Source: an optimization exercise on an open RTL-to-GDS flow (aim: small area). Production flows keep margins and buffers that such runs may drop.
Function was checked by simulation only, so behaviour that the tests miss may differ from the original.
No driver is modelled on the clock port, so clocking that relies on it looks cheaper here than on a real chip.
No activity file was given, so power comes from the tool's default toggle rates.

## v6
==> flow/design.v (excerpt) <==
module counter_and_display(clk,rst,SEC_low,SEC_high,MIN_low,MIN_high,HOUR_low,HOUR_high,key0,key1,key2,key3);
Settings: LEC_CHECK=0, ABC_AREA=1, CAP_MARGIN=20, CORE_MARGIN=2, CORE_UTILIZATION=40, SLEW_MARGIN=20; clock period 10.0 ns.
standard.sh (not shown) runs the stock make flow with config.mk's settings and CLKGATE_MAP_FILE= SYNTH_SCRIPT=/design/flow/synth_recipe.tcl, a recipe that flattens the netlist after the stock synthesis.
==> flow/flow/run.sh <==
#!/bin/bash
# The standard layout (standard.sh) with these changes, made through ORFS's hooks:
#  - synthesis is the standard one except that ABC maps the logic with
#    flow/abc_area.script (flow/synth_abc.tcl wraps synth_recipe.tcl);
#  - the port buffers are the smallest buffer cell (buf_1);
#  - after floorplan, logic cells are swapped for the smallest drive strength of
#    their family (flow/downsize.tcl);
#  - the clock port drives 3 clock buffers, each feeding the registers of one part
#    of the core (flow/clk_tree.tcl, run just before clock tree synthesis, which
#    then finds the clock already buffered).
# The tools' output goes to standard.log here and to ORFS's logs under orfs/.
set -o pipefail
export FLOW_STD_SYNTH=$PWD/synth_recipe.tcl
export FLOW_ABC_SCRIPT=$PWD/flow/abc_area.script
sed "s#SYNTH_SCRIPT=[^ ]*#SYNTH_SCRIPT=$PWD/flow/synth_abc.tcl#" standard.sh > standard_abc.sh
grep -q "SYNTH_SCRIPT=$PWD/flow/synth_abc.tcl" standard_abc.sh || { echo "could not set SYNTH_SCRIPT" >&2; exit 1; }
export BUFFER_PORTS_ARGS="-buffer_cell sky130_fd_sc_hd__buf_1"
export POST_FLOORPLAN_TCL=$PWD/flow/downsize.tcl
export CLK_TREE_N=3
export CLK_TREE_BUF=sky130_fd_sc_hd__clkbuf_8
export PRE_CTS_TCL=$PWD/flow/clk_tree.tcl
export CTS_ARGS="-clk_nets clk -dont_use_dummy_load -buf_list {sky130_fd_sc_hd__clkbuf_8}"
bash standard_abc.sh > standard.log 2>&1
==> flow/flow/clk_tree.tcl <==
# Drive the register clock pins from CLK_TREE_N clock buffers (each placed at the
# centre of its group of registers), all fed from the clock port. Runs before
# clock_tree_synthesis, which then finds the clock already buffered.
set block [ord::get_db_block]
set dbu [$block getDbUnitsPerMicron]
set k $::env(CLK_TREE_N)
set pins {}
foreach pin [get_pins -of_objects [get_nets clk]] {
  if {[get_property $pin direction] ne "input"} { continue }
  set inst [[sta::sta_to_db_pin $pin] getInst]
  set bb [$inst getBBox]
  lappend pins [list $pin [expr {([$bb xMin] + [$bb xMax]) / 2.0 / $dbu}] [expr {([$bb yMin] + [$bb yMax]) / 2.0 / $dbu}]]
}
set n [llength $pins]
# k-means on the pin locations, seeded along x
set sorted [lsort -real -index 1 $pins]
set cent {}
for {set i 0} {$i < $k} {incr i} {
  set p [lindex $sorted [expr {int(($i + 0.5) * $n / $k)}]]
  lappend cent [list [lindex $p 1] [lindex $p 2]]
}
for {set iter 0} {$iter < 50} {incr iter} {
  set groups [lrepeat $k {}]
  foreach p $pins {
    set best 0; set bd 1e30
    for {set i 0} {$i < $k} {incr i} {
      set c [lindex $cent $i]
      set d [expr {pow([lindex $p 1] - [lindex $c 0], 2) + pow([lindex $p 2] - [lindex $c 1], 2)}]
      if {$d < $bd} { set bd $d; set best $i }
    }
    lset groups $best [concat [lindex $groups $best] [list $p]]
  }
  set cent {}
  foreach g $groups {
    set sx 0; set sy 0
    foreach p $g { set sx [expr {$sx + [lindex $p 1]}]; set sy [expr {$sy + [lindex $p 2]}] }
    set m [llength $g]
    if {$m == 0} { set m 1 }
    lappend cent [list [expr {$sx / $m}] [expr {$sy / $m}]]
  }
}
set i 0
foreach g $groups c $cent {
  if {[llength $g] == 0} { continue }
  set loads {}
  foreach p $g { lappend loads [lindex $p 0] }
  puts "clk_tree: buffer $i drives [llength $g] clock pins at ($c)"
  insert_buffer -buffer_cell $::env(CLK_TREE_BUF) -net clk -load_pins $loads -location $c -buffer_name clkleaf_buf$i -net_name clknet_leaf$i
  incr i
}
Other scripts of this flow, unchanged in this note and not shown: flow/flow/abc_area.script, flow/flow/downsize.tcl, flow/flow/synth_abc.tcl
Both conditions hold for v6: the flow ran to the end and the final layout passed the timing, design-rule and antenna checks.
For v7, these inputs were changed with respect to v6:
--- a/flow/flow/run.sh
+++ b/flow/flow/run.sh
@@ -7,4 +7,5 @@
 #    their family (flow/downsize.tcl);
 #  - the clock port drives 3 clock buffers, each feeding the registers of one part
+#    (clkbuf_8, or clkbuf_4 for a group of at most 10 registers)
 #    of the core (flow/clk_tree.tcl, run just before clock tree synthesis, which
 #    then finds the clock already buffered).
@@ -19,5 +20,7 @@
 export CLK_TREE_N=3
 export CLK_TREE_BUF=sky130_fd_sc_hd__clkbuf_8
+export CLK_TREE_SMALL_BUF=sky130_fd_sc_hd__clkbuf_4
+export CLK_TREE_SMALL_MAX=10
 export PRE_CTS_TCL=$PWD/flow/clk_tree.tcl
-export CTS_ARGS="-clk_nets clk -dont_use_dummy_load -buf_list {sky130_fd_sc_hd__clkbuf_8}"
+export CTS_ARGS="-clk_nets clk -dont_use_dummy_load -buf_list {sky130_fd_sc_hd__clkbuf_8 sky130_fd_sc_hd__clkbuf_4}"
 bash standard_abc.sh > standard.log 2>&1
--- a/flow/flow/clk_tree.tcl
+++ b/flow/flow/clk_tree.tcl
@@ -1,4 +1,5 @@
 # Drive the register clock pins from CLK_TREE_N clock buffers (each placed at the
-# centre of its group of registers), all fed from the clock port. Runs before
+# centre of its group of registers), all fed from the clock port. A group of at most
+# CLK_TREE_SMALL_MAX registers gets the smaller CLK_TREE_SMALL_BUF, if that is set. Runs before
 # clock_tree_synthesis, which then finds the clock already buffered.
 set block [ord::get_db_block]
@@ -45,6 +46,10 @@
   set loads {}
   foreach p $g { lappend loads [lindex $p 0] }
-  puts "clk_tree: buffer $i drives [llength $g] clock pins at ($c)"
-  insert_buffer -buffer_cell $::env(CLK_TREE_BUF) -net clk -load_pins $loads -location $c -buffer_name clkleaf_buf$i -net_name clknet_leaf$i
+  set cell $::env(CLK_TREE_BUF)
+  if {[info exists ::env(CLK_TREE_SMALL_BUF)] && [llength $g] <= $::env(CLK_TREE_SMALL_MAX)} {
+    set cell $::env(CLK_TREE_SMALL_BUF)
+  }
+  puts "clk_tree: buffer $i ($cell) drives [llength $g] clock pins at ($c)"
+  insert_buffer -buffer_cell $cell -net clk -load_pins $loads -location $c -buffer_name clkleaf_buf$i -net_name clknet_leaf$i
   incr i
 }
==> notes.md <==
[compare] base=v6 new=v7: aggregate routed wire length ~0 delta; summed area of non-filler cells in the final layout lower; overall power of the completed layout down about 1.6%. On total via count after detailed routing, v7 tracks v6 almost exactly. As far as remaining global-route overflow is concerned, v7 and v6 perform about the same.

[what the ideal ports hide]
In the flow no input, the clock included, has a driving cell. The finished layouts below were timed again as built, in two steps.
Step 1, drivers: a clkbuf_16 drives clk and a buf_2 each remaining input, both assumed.
Step 2 moves the port delays by t, midway between the first and last clock arrival at a register: inputs arrive t later, outputs are due t later. That takes back most of the time a late clock gives input paths.
Three values: no drivers, after step 1, after step 2; two values: the first two.
run	t, ns	setup slack, ns	slew at the worst register clock pin (ns)	worst data-port slew with drivers (ns)
v6	0.183	5.966 / 5.966 / 5.966	0.10 / 0.10	0.03
v7	0.189	5.966 / 5.966 / 5.966	0.10 / 0.10	0.03
After both steps setup and hold are still met in every run listed.
